Context: an optimization exercise on an open-source flow, tuned for small area, a short achievable clock period and few clock cycles per item. The choices shown serve that exercise and are no tape-out recipe. RTL that was checked went through simulation tests only; none was proved equivalent to the original. No activity file was given, so power comes from the tool's default toggle rates.

==> run H: inputs <==
// fp32_mul
module fp32_mul (
    input  wire        clk,
    input  wire        rst,
    input  wire        in_valid,
    input  wire [31:0] op_a,
    input  wire [31:0] op_b,
    output reg         out_valid,
    output reg  [31:0] result
);
clock: 11.0 ns
lec_check: 0
cap_margin: 20
core_margin: 2
core_utilization: 60
cts_cluster_diameter: 120
cts_cluster_size: 25
slew_margin: 70
synth_hierarchical: 1
standard.sh (not shown) runs the stock make flow with config.mk's settings and CLKGATE_MAP_FILE= SYNTH_SCRIPT=/design/flow/synth_recipe.tcl, a recipe that flattens the netlist after the stock synthesis.
==> flow/flow/run.sh <==
#!/bin/bash
# Layout flow: the standard ORFS flow (standard.sh, unchanged synthesis),
# with the port buffers made from a regular buffer cell rather than the
# delay-buffer cell that buffer_ports picks by default.
set -euo pipefail
cd "$(dirname "$0")/.."
bash standard.sh "BUFFER_PORTS_ARGS=-buffer_cell sky130_fd_sc_hd__buf_2" finish > flow_make.log 2>&1
==> inputs of run Z, as changes to run H <==
--- a/flow/design.v
+++ b/flow/design.v
@@ -7,16 +7,25 @@
     output reg         out_valid,
     output reg  [31:0] result
 );
   wire [7:0]  ea = op_a[30:23];
   wire [7:0]  eb = op_b[30:23];
+  wire [22:0] fa = op_a[22:0];
   wire [22:0] fb = op_b[22:0];
   wire a_zero = (ea == 8'h00);
   wire b_zero = (eb == 8'h00);
   wire a_emax = (ea == 8'hFF);
   wire b_emax = (eb == 8'hFF);
+  wire a_nan = a_emax & (|fa);
+  wire b_nan = b_emax & (|fb);
+  wire any_nan = a_nan | b_nan;
+  wire any_zero = a_zero | b_zero;
+  wire any_inf = (a_emax & ~(|fa)) | (b_emax & ~(|fb));
   wire special = a_zero | b_zero | a_emax | b_emax;
+  wire zinf = ~any_nan & any_zero & any_inf;
+  wire s0 = any_nan ? op_a[31] : zinf ? 1'b1 : (op_a[31] ^ op_b[31]);
+  wire kill0 = special & ~any_nan;
   wire [22:0] fb0 = special ? 23'd0 : fb;
   wire [25:0] bx = {2'b01, fb0, 1'b0};
   wire [11:0] one0, two0, neg0;
   genvar gi;
   generate
@@ -25,41 +34,33 @@
       assign two0[gi] = (bx[2*gi+2] & ~bx[2*gi+1] & ~bx[2*gi]) |
                         (~bx[2*gi+2] & bx[2*gi+1] & bx[2*gi]);
       assign neg0[gi] = bx[2*gi+2] & ~(bx[2*gi+1] & bx[2*gi]);
     end
   endgenerate
-  reg        v1, sa1, sb1, az1, bz1, am1, bm1, fbnz1;
+  reg        v1, s1, q1, kill1, nan1, zero1, inf1;
   reg [7:0]  ea1, eb1;
   reg [22:0] fa1;
   reg [11:0] one1, two1, neg1;
   always @(posedge clk) begin
     if (rst) v1 <= 1'b0; else v1 <= in_valid;
-    sa1 <= op_a[31];
-    sb1 <= op_b[31];
-    az1 <= a_zero;
-    bz1 <= b_zero;
-    am1 <= a_emax;
-    bm1 <= b_emax;
-    fbnz1 <= |fb;
+    s1 <= s0;
+    q1 <= any_nan | zinf;
+    nan1 <= any_nan;
+    zero1 <= any_zero;
+    inf1 <= any_inf;
     ea1 <= ea;
     eb1 <= eb;
-    fa1 <= op_a[22:0];
+    fa1 <= fa;
+    kill1 <= kill0;
     one1 <= one0;
     two1 <= two0;
     neg1 <= neg0;
   end
-  wire any_nan = (am1 & (|fa1)) | (bm1 & fbnz1);
-  wire any_zero = az1 | bz1;
-  wire any_inf = (am1 & ~(|fa1)) | (bm1 & ~fbnz1);
-  wire zinf = ~any_nan & any_zero & any_inf;
-  wire s1 = any_nan ? sa1 : zinf ? 1'b1 : (sa1 ^ sb1);
-  wire q1 = any_nan | zinf;
-  wire kill1 = (any_zero | any_inf) & ~any_nan;
   wire [7:0] esum;
   add8c u_eadd (.a(ea1), .b(eb1), .s(esum));
-  wire [7:0] e1 = any_nan ? ea1 : any_zero ? (any_inf ? 8'hFF : 8'h00) :
-                  any_inf ? 8'hFF : {~esum[7], esum[6:0]};
+  wire [7:0] e1 = nan1 ? ea1 : zero1 ? (inf1 ? 8'hFF : 8'h00) :
+                  inf1 ? 8'hFF : {~esum[7], esum[6:0]};
   wire [24:0] am = {1'b1, fa1, 1'b0};   
   wire [24:0] bp0;
   wire [24:0] bp1;
   wire [24:0] bp2;
   wire [24:0] bp3;
@@ -1083,21 +1084,20 @@
   assign z375 = (fs234 ^ fc233) ^ (fs233 | fc232);
   assign z376 = (fs235 ^ fc234) ^ (fs234 | fc233);
   assign z377 = (fs236 ^ fc235) ^ (fs235 | fc234);
   assign z378 = (fs237 ^ fc236) ^ (fs236 | fc235);
   wire sticky = z357 | z358 | z359 | z360 | z361 | z362 | z363 | z364 | z365 | z366 | z367 | z368 | z369 | z370 | z371 | z372 | z373 | z374 | z375 | z376 | z377 | z378;
-  reg        v3, s3, q3, st3, kill3;
+  reg        v3, s3, q3, st3;
   reg [7:0]  e3;
   reg [25:0] h3;
   always @(posedge clk) begin
     if (rst) v3 <= 1'b0; else v3 <= v2;
     s3 <= s2;
     q3 <= q2;
-    kill3 <= kill2;
     e3 <= e2;
-    st3 <= sticky;
-    h3 <= h;
+    st3 <= sticky & ~kill2;
+    h3 <= kill2 ? 26'd0 : h;
   end
   wire [22:0] f0 = h3[23:1];
   wire [22:0] f1 = h3[24:2];
   wire i0 = h3[0] & (st3 | h3[1]);
   wire i1 = h3[1] & (st3 | h3[2]);
@@ -1105,12 +1105,11 @@
   rnd23 u_r0 (.f(f0), .inc(i0), .r(r0));
   rnd23 u_r1 (.f(f1), .inc(i1), .r(r1));
   wire p47 = h3[25];
   wire [22:0] rnd = p47 ? r1 : r0;
   wire [7:0] eo = e3 + {7'd0, p47};
-  wire [22:0] fo = kill3 ? 23'd0 : rnd;
-  wire [31:0] res = {s3, eo, fo[22] | q3, fo[21:0]};
+  wire [31:0] res = {s3, eo, rnd[22] | q3, rnd[21:0]};
   always @(posedge clk) begin
     if (rst) out_valid <= 1'b0; else out_valid <= v3;
     result <= res;
   end
 endmodule
==> flow/run.sh (new file) <==
#!/bin/bash
# synth_recipe.tcl (not shown) runs the flow's synth.tcl, then flattens the netlist and writes it again
# the make line also repeats each setting of config.mk as NAME=value (left out here)
make -C /OpenROAD-flow-scripts/flow DESIGN_CONFIG=/design/flow/config.mk WORK_HOME=/design/flow/orfs CLKGATE_MAP_FILE= SYNTH_SCRIPT=/design/flow/synth_recipe.tcl finish
- CTS_CLUSTER_DIAMETER: 120 -> default
- CTS_CLUSTER_SIZE: 25 -> default
removed: flow/flow/run.sh
removed: flow/standard.sh
==> inputs of run P, as changes to run H <==
- CTS_CLUSTER_DIAMETER: 120 -> 60
- CTS_CLUSTER_SIZE: 25 -> 30
==> qor summary <==
item	run P	run H	run Z
Average detailed-routed wire length per instance	23.2 µm	23.1 µm	21.9 µm
Cell count after synthesis	2,134	2,134	2,131
Clock network area share	0.0481	0.0188	0.0474
Final Instance Count excl. Fillers	2,639	2,603	2,670
Power Total	7960 µW	7340 µW	7950 µW
Placed instance count	2,581	2,581	2,606
Flip-flop and latch share of the layout cell area	0.250	0.257	0.242
Flop2flop setup slack	7.47 ns	7.42 ns	7.44 ns
Setup Skew	0.0328 ns	0.0420 ns	0.0184 ns
Status	no timing/DRC/antenna violations	no timing/DRC/antenna violations	no timing/DRC/antenna violations
Total cell area at the placement stage	23,200 µm²	23,200 µm²	23,800 µm²
Power Combinational	4940 µW	4880 µW	4960 µW
Uppermost layer routed	met5	met5	met4
Static Leak	0.00999 µW	0.00964 µW	0.0100 µW
Areal power density over the cells	326 nW/µm²	309 nW/µm²	318 nW/µm²
Total number of vias	16,500	16,400	16,600
Combinational share of power	0.620	0.664	0.625
Non-clk invs	113	113	115
Endpoint with the worst hold slack	e3[5]	e3[2]	e3[5]
Number of clock buffers inserted by TritonCTS	31	16	35
Capture point of the worst reg-to-reg path	h3[19]	h3[19]	h3[9]
Overall die area	38,700 µm²	38,700 µm²	38,600 µm²
Testbench counts of run H, summed over its fixed seeds: cycles 16,024, items 16,000.
Testbench counts of run P, summed over its fixed seeds: cycles 16,024, items 16,000.
Only the layout flow was run in run Z; the RTL was not checked for function there.

==> re-timing with driven ports <==
The flow's constraints put no driver on any port. The routed layouts listed below were extracted and timed again, unchanged, in two steps.
Step 1 assumes that a clkbuf_16 drives the clock port and a buf_2 every other input.
Step 2, shift: input delay + t, output delay - t, t = (earliest + latest rising clock arrival at the registers) / 2. This alone moves slack from input paths to output paths.
a / b / c = ideal / step 1 / step 2; a / b = the first two.
run | shift t [ns] | setup slack, ns | worst setup path after step 2 | clock arrival spread, ns | slew at the worst register clock pin (ns)
run H | 0.587 | 7.421 / 7.421 / 7.189 | input to register | 0.042 / 0.042 | 0.11 / 0.11
run Z | 0.601 | 7.286 / 7.305 / 6.718 | input to register | 0.019 / 0.019 | 0.06 / 0.06
run P | 0.649 | 7.471 / 7.471 / 7.178 | input to register | 0.033 / 0.033 | 0.09 / 0.09
After both steps every run listed still meets setup and hold. For run Z, which loses most, drivers alone change the setup slack by +0.019 ns; drivers and shift together by -0.568 ns.
